Source: an optimization exercise on an open RTL-to-GDS flow (aim: small area and a short achievable clock period). Production flows keep margins and buffers that such runs may drop. The RTL was checked by simulation tests, not by an equivalence proof against the original design.

==> run D <==
Design fft, start of the top module:
module fft(
	input wire			clk,
	input wire			rst_n,
	input wire[16:0]	data_i0_R,
	input wire[16:0]	data_i0_I,
	input wire[16:0]	data_i1_R,
	input wire[16:0]	data_i1_I,
	output reg[16:0]	data_o0_R,
	output reg[16:0]	data_o0_I,
	output reg[16:0]	data_o1_R,
	output reg[16:0]	data_o1_I
);
Settings: LEC_CHECK=0, CAP_MARGIN=20, CORE_MARGIN=2, CORE_UTILIZATION=50, CTS_CLUSTER_DIAMETER=100, CTS_CLUSTER_SIZE=20, SETUP_SLACK_MARGIN=3.55, SLEW_MARGIN=20; clock period 7.5 ns.
run.sh (not shown) runs the stock make flow with config.mk's settings and CLKGATE_MAP_FILE= SYNTH_SCRIPT=/design/flow/synth_recipe.tcl, a recipe that flattens the netlist after the stock synthesis.
==> run Z: changes against run D <==
- PLACE_DENSITY: default -> 0.65
- SETUP_SLACK_MARGIN: 3.55 -> 3.6
==> run M: changes against run D <==
- SETUP_SLACK_MARGIN: 3.55 -> 3.7
==> run F: changes against run D <==
- SETUP_SLACK_MARGIN: 3.55 -> 3.5
- TNS_END_PERCENT: default -> 50
==> notes.md <==
- Run M ran to the end with no violations. Run Z went through all stages and came out clean. Run D finished clean. Run F finished with timing, DRC and antenna clean.
- Via count, highest first: run Z, run M, run D, run F.
- Sequential share of layout area, highest first: run F, run D, run Z, run M.
- Register-to-register slack, highest first: run D, run M, run Z, run F.
- Synthesized area is the same in run Z and run F.
- Critical path depth: run D is higher than run M (1).
- Of run Z and run M, run Z has the higher hold slack (gap 0.0079 ns).


==> inputs of build 32 <==
fft, a different RTL version from the one above (not shown whole).
clock: 7.5 ns
lec_check: 0
cap_margin: 20
core_margin: 2
core_utilization: 50
cts_cluster_diameter: 100
cts_cluster_size: 20
setup_slack_margin: 3.5
slew_margin: 20
==> trial 10: changes against build 32 <==
--- a/flow/design.v
+++ b/flow/design.v
@@ -272,51 +272,57 @@
   wire [17:0] difP0_I = {PU_0_I, 1'b1} + {~vP0_I, ~s_mP0};
   wire [16:0] plusP0_I = sumP0_I[17:1];
   wire [16:0] minusP0_I = difP0_I[17:1];
   wire mQc0 = s_mQ0;
   wire [16:0] nQU_0_R = ~QU_0_R;
   wire [16:0] nQU_0_I = ~QU_0_I;
+  wire [16:0] nQTx0_0 = ~QT_0_x0, nQTx1_0 = ~QT_0_x1, nQTy0_0 = ~QT_0_y0, nQTy1_0 = ~QT_0_y1;
+  wire nmQc0 = ~mQc0;
   wire [16:0] q0prs73 = QU_0_R ^ QT_0_x0 ^ QT_0_x1;
   wire [16:0] q0prm74 = ((QU_0_R & QT_0_x0) | (QU_0_R & QT_0_x1) | (QT_0_x0 & QT_0_x1));
-  wire [16:0] q0mrs75 = nQU_0_R ^ QT_0_x0 ^ QT_0_x1;
-  wire [16:0] q0mrm76 = ((nQU_0_R & QT_0_x0) | (nQU_0_R & QT_0_x1) | (QT_0_x0 & QT_0_x1));
+  wire [16:0] q0mrs75 = QU_0_R ^ nQTx0_0 ^ nQTx1_0;
+  wire [16:0] q0mrm76 = ((QU_0_R & nQTx0_0) | (QU_0_R & nQTx1_0) | (nQTx0_0 & nQTx1_0));
   wire [16:0] q0pis77 = QU_0_I ^ QT_0_y0 ^ QT_0_y1;
   wire [16:0] q0pim78 = ((QU_0_I & QT_0_y0) | (QU_0_I & QT_0_y1) | (QT_0_y0 & QT_0_y1));
-  wire [16:0] q0mis79 = nQU_0_I ^ QT_0_y0 ^ QT_0_y1;
-  wire [16:0] q0mim80 = ((nQU_0_I & QT_0_y0) | (nQU_0_I & QT_0_y1) | (QT_0_y0 & QT_0_y1));
+  wire [16:0] q0mis79 = QU_0_I ^ nQTy0_0 ^ nQTy1_0;
+  wire [16:0] q0mim80 = ((QU_0_I & nQTy0_0) | (QU_0_I & nQTy1_0) | (nQTy0_0 & nQTy1_0));
   wire [16:0] plusQ0_R = q0prs73 + {q0prm74[15:0], 1'b0};
-  wire [16:0] minusQ0_R = ~(q0mrs75 + {q0mrm76[15:0], 1'b0});
+  wire [17:0] msumR0 = {q0mrs75, 1'b1} + {{q0mrm76[15:0], 1'b1}, 1'b1};
+  wire [16:0] minusQ0_R = msumR0[17:1];
   wire [17:0] ysum0_p = {q0pis77, 1'b1} + {{q0pim78[15:0], mQc0}, mQc0};
-  wire [17:0] ysum0_m = {q0mis79, 1'b1} + {{q0mim80[15:0], mQc0}, mQc0};
+  wire [17:0] ysum0_m = {q0mis79, 1'b1} + {{q0mim80[15:0], nmQc0}, nmQc0};
   wire [16:0] plusQ0_I = ysum0_p[17:1];
-  wire [16:0] minusQ0_I = ~ysum0_m[17:1];
+  wire [16:0] minusQ0_I = ysum0_m[17:1];
   wire [16:0] vP1_R = s_Ppin1 ? data_i1_R : PV_1_R;
   wire [16:0] vP1_I = s_Ppin1 ? data_i1_I : PV_1_I;
   wire [16:0] plusP1_R = PU_1_R + vP1_R;
   wire [16:0] minusP1_R = PU_1_R - vP1_R;
   wire [17:0] sumP1_I = {PU_1_I, 1'b1} + {vP1_I, s_mP1};
   wire [17:0] difP1_I = {PU_1_I, 1'b1} + {~vP1_I, ~s_mP1};
   wire [16:0] plusP1_I = sumP1_I[17:1];
   wire [16:0] minusP1_I = difP1_I[17:1];
   wire mQc1 = s_mQ1;
   wire [16:0] nQU_1_R = ~QU_1_R;
   wire [16:0] nQU_1_I = ~QU_1_I;
+  wire [16:0] nQTx0_1 = ~QT_1_x0, nQTx1_1 = ~QT_1_x1, nQTy0_1 = ~QT_1_y0, nQTy1_1 = ~QT_1_y1;
+  wire nmQc1 = ~mQc1;
   wire [16:0] q1prs81 = QU_1_R ^ QT_1_x0 ^ QT_1_x1;
   wire [16:0] q1prm82 = ((QU_1_R & QT_1_x0) | (QU_1_R & QT_1_x1) | (QT_1_x0 & QT_1_x1));
-  wire [16:0] q1mrs83 = nQU_1_R ^ QT_1_x0 ^ QT_1_x1;
-  wire [16:0] q1mrm84 = ((nQU_1_R & QT_1_x0) | (nQU_1_R & QT_1_x1) | (QT_1_x0 & QT_1_x1));
+  wire [16:0] q1mrs83 = QU_1_R ^ nQTx0_1 ^ nQTx1_1;
+  wire [16:0] q1mrm84 = ((QU_1_R & nQTx0_1) | (QU_1_R & nQTx1_1) | (nQTx0_1 & nQTx1_1));
   wire [16:0] q1pis85 = QU_1_I ^ QT_1_y0 ^ QT_1_y1;
   wire [16:0] q1pim86 = ((QU_1_I & QT_1_y0) | (QU_1_I & QT_1_y1) | (QT_1_y0 & QT_1_y1));
-  wire [16:0] q1mis87 = nQU_1_I ^ QT_1_y0 ^ QT_1_y1;
-  wire [16:0] q1mim88 = ((nQU_1_I & QT_1_y0) | (nQU_1_I & QT_1_y1) | (QT_1_y0 & QT_1_y1));
+  wire [16:0] q1mis87 = QU_1_I ^ nQTy0_1 ^ nQTy1_1;
+  wire [16:0] q1mim88 = ((QU_1_I & nQTy0_1) | (QU_1_I & nQTy1_1) | (nQTy0_1 & nQTy1_1));
   wire [16:0] plusQ1_R = q1prs81 + {q1prm82[15:0], 1'b0};
-  wire [16:0] minusQ1_R = ~(q1mrs83 + {q1mrm84[15:0], 1'b0});
+  wire [17:0] msumR1 = {q1mrs83, 1'b1} + {{q1mrm84[15:0], 1'b1}, 1'b1};
+  wire [16:0] minusQ1_R = msumR1[17:1];
   wire [17:0] ysum1_p = {q1pis85, 1'b1} + {{q1pim86[15:0], mQc1}, mQc1};
-  wire [17:0] ysum1_m = {q1mis87, 1'b1} + {{q1mim88[15:0], mQc1}, mQc1};
+  wire [17:0] ysum1_m = {q1mis87, 1'b1} + {{q1mim88[15:0], nmQc1}, nmQc1};
   wire [16:0] plusQ1_I = ysum1_p[17:1];
-  wire [16:0] minusQ1_I = ~ysum1_m[17:1];
+  wire [16:0] minusQ1_I = ysum1_m[17:1];
   always @(posedge clk) begin
     s_w3a <= (pn == 3'd4) | (pn == 3'd6);
     s_w3b <= (pn == 3'd4) | (pn == 3'd6);
     s_Ppin0 <= (pn == 3'd4) | (pn == 3'd5) | (pn == 3'd6) | (pn == 3'd7);
     s_mP0 <= (pn == 3'd3);
     s_mQ0 <= (pn == 3'd0) | (pn == 3'd1) | (pn == 3'd3) | (pn == 3'd6) | (pn == 3'd7);
@@ -496,16 +502,13 @@
     M0_1_I <= minusQ1_I; M1_1_I <= M0_1_I; M2_1_I <= M1_1_I; M3_1_I <= M2_1_I;
     QT_1_x0 <= ({17{s_QT_1_x0_0}} & h1trbs39) | ({17{s_QT_1_x0_1}} & h1tibs43) | ({17{s_QT_1_x0_2}} & utrbs55) | ({17{s_QT_1_x0_3}} & utibs71);
     QT_1_x1 <= ({17{s_QT_1_x1_0}} & minusP1_I) | ({17{s_QT_1_x1_1}} & R1_1_I) | ({17{s_QT_1_x1_2}} & {h1trbm40[15:0], 1'b0}) | ({17{s_QT_1_x1_3}} & {h1tibm44[15:0], 1'b0}) | ({17{s_QT_1_x1_4}} & {utrbm56[15:0], 1'b0}) | ({17{s_QT_1_x1_5}} & {utibm72[15:0], 1'b0});
     QT_1_y0 <= ({17{s_QT_1_y0_0}} & h1tibs43) | ({17{s_QT_1_y0_1}} & (~h1trbs39)) | ({17{s_QT_1_y0_2}} & utibs71) | ({17{s_QT_1_y0_3}} & (~utrbs55)) | ({17{s_QT_1_y0_4}} & 17'h1ffff);
     QT_1_y1 <= ({17{s_QT_1_y1_0}} & (~minusP1_R)) | ({17{s_QT_1_y1_1}} & (~R1_1_R)) | ({17{s_QT_1_y1_2}} & {h1tibm44[15:0], 1'b0}) | ({17{s_QT_1_y1_3}} & (~{h1trbm40[15:0], 1'b0})) | ({17{s_QT_1_y1_4}} & {utibm72[15:0], 1'b0}) | ({17{s_QT_1_y1_5}} & (~{utrbm56[15:0], 1'b0}));
   end
-  always @(posedge clk or negedge rst_n)
-    if (!rst_n) begin
-      data_o0_R <= 17'd0; data_o0_I <= 17'd0; data_o1_R <= 17'd0; data_o1_I <= 17'd0;
-    end else begin
-      data_o0_R <= ({17{oplus[0]}} & plusQ0_R) | ({17{ominus[0]}} & M3_0_R);
-      data_o0_I <= ({17{oplus[1]}} & plusQ0_I) | ({17{ominus[1]}} & M3_0_I);
-      data_o1_R <= ({17{oplus[2]}} & plusQ1_R) | ({17{ominus[2]}} & M3_1_R);
-      data_o1_I <= ({17{oplus[3]}} & plusQ1_I) | ({17{ominus[3]}} & M3_1_I);
-    end
+  always @(posedge clk) begin
+    data_o0_R <= ({17{oplus[0]}} & plusQ0_R) | ({17{ominus[0]}} & M3_0_R);
+    data_o0_I <= ({17{oplus[1]}} & plusQ0_I) | ({17{ominus[1]}} & M3_0_I);
+    data_o1_R <= ({17{oplus[2]}} & plusQ1_R) | ({17{ominus[2]}} & M3_1_R);
+    data_o1_I <= ({17{oplus[3]}} & plusQ1_I) | ({17{ominus[3]}} & M3_1_I);
+  end
 endmodule
SETUP_SLACK_MARGIN = 3.9   (was 3.5)
==> notes.md <==
| metric | trial 10 | build 32 |
|---|---|---|
| Status | no timing/DRC/antenna violations | no timing/DRC/antenna violations |
| Detailed Route Iter0 Violations | 7742 | 7189 |
| Number of vias per cell | 6.29 | 6.14 |
| Placeable core region | 128000 um2 | 128000 um2 |
| Count of cell types in the netlist | 93 | 73 |
| Instance count after placement with tap cells included | 7944 | 8088 |
| Simple-Gate Fraction of Synth Area | 0.0826 | 0.0761 |
| Die height | 363 um | 363 um |
| Fraction of final layout cells sized beyond drive strength 1 | 0.164 | 0.0910 |
| HP Start | XA1_0_R[13] | XA1_1_R[3] |
| Average wire per cell in the routed design | 30.0 um | 29.4 um |
| Post-route clock period utilization | 0.534 | 0.536 |
| Vias after detailed routing | 52500 | 50900 |
| Core utilization of the finished layout | 0.587 | 0.561 |
| Initial core utilization | 0.504 | 0.505 |

## re-timing with driven ports
The results above use ideal ports. As a check the final layouts listed here were re-extracted and re-timed, cells and wires unchanged. Step 1 sets driving cells, clkbuf_16 on the clock port and buf_2 on the other inputs (assumed; they add their load-dependent delay and slew). Step 2 times the ports against the registers' clock, not the clock port: input delays grow and output delays shrink by t, the midpoint of the rising clock arrivals with the driver on. Three values: ideal, step 1, step 2; two values: the first two.
| run | t (ns) | setup WS [ns] | worst setup path at the end | clock arrival spread, ns | worst slew at a driven data input, ns |
|---|---|---|---|---|---|
| run D | 0.786 | 3.454 / 3.454 / 2.852 | input to register | 0.040 / 0.039 | 0.05 |
| run Z | 0.799 | 3.382 / 3.382 / 2.865 | input to register | 0.043 / 0.043 | 0.05 |
| run M | 0.800 | 3.403 / 3.403 / 2.915 | input to register | 0.035 / 0.036 | 0.09 |
| run F | 0.790 | 3.335 / 3.335 / 2.774 | input to register | 0.041 / 0.041 | 0.08 |
| build 32 | 0.791 | 3.483 / 3.483 / 2.766 | input to register | 0.048 / 0.049 | 0.05 |
| trial 10 | 0.798 | 3.495 / 3.495 / 3.089 | input to register | 0.031 / 0.031 | 0.05 |
After both steps setup and hold are still met in every run listed. The setup slack of build 32, which loses most, moves by 0.000 ns with the drivers and by -0.717 ns with both steps.
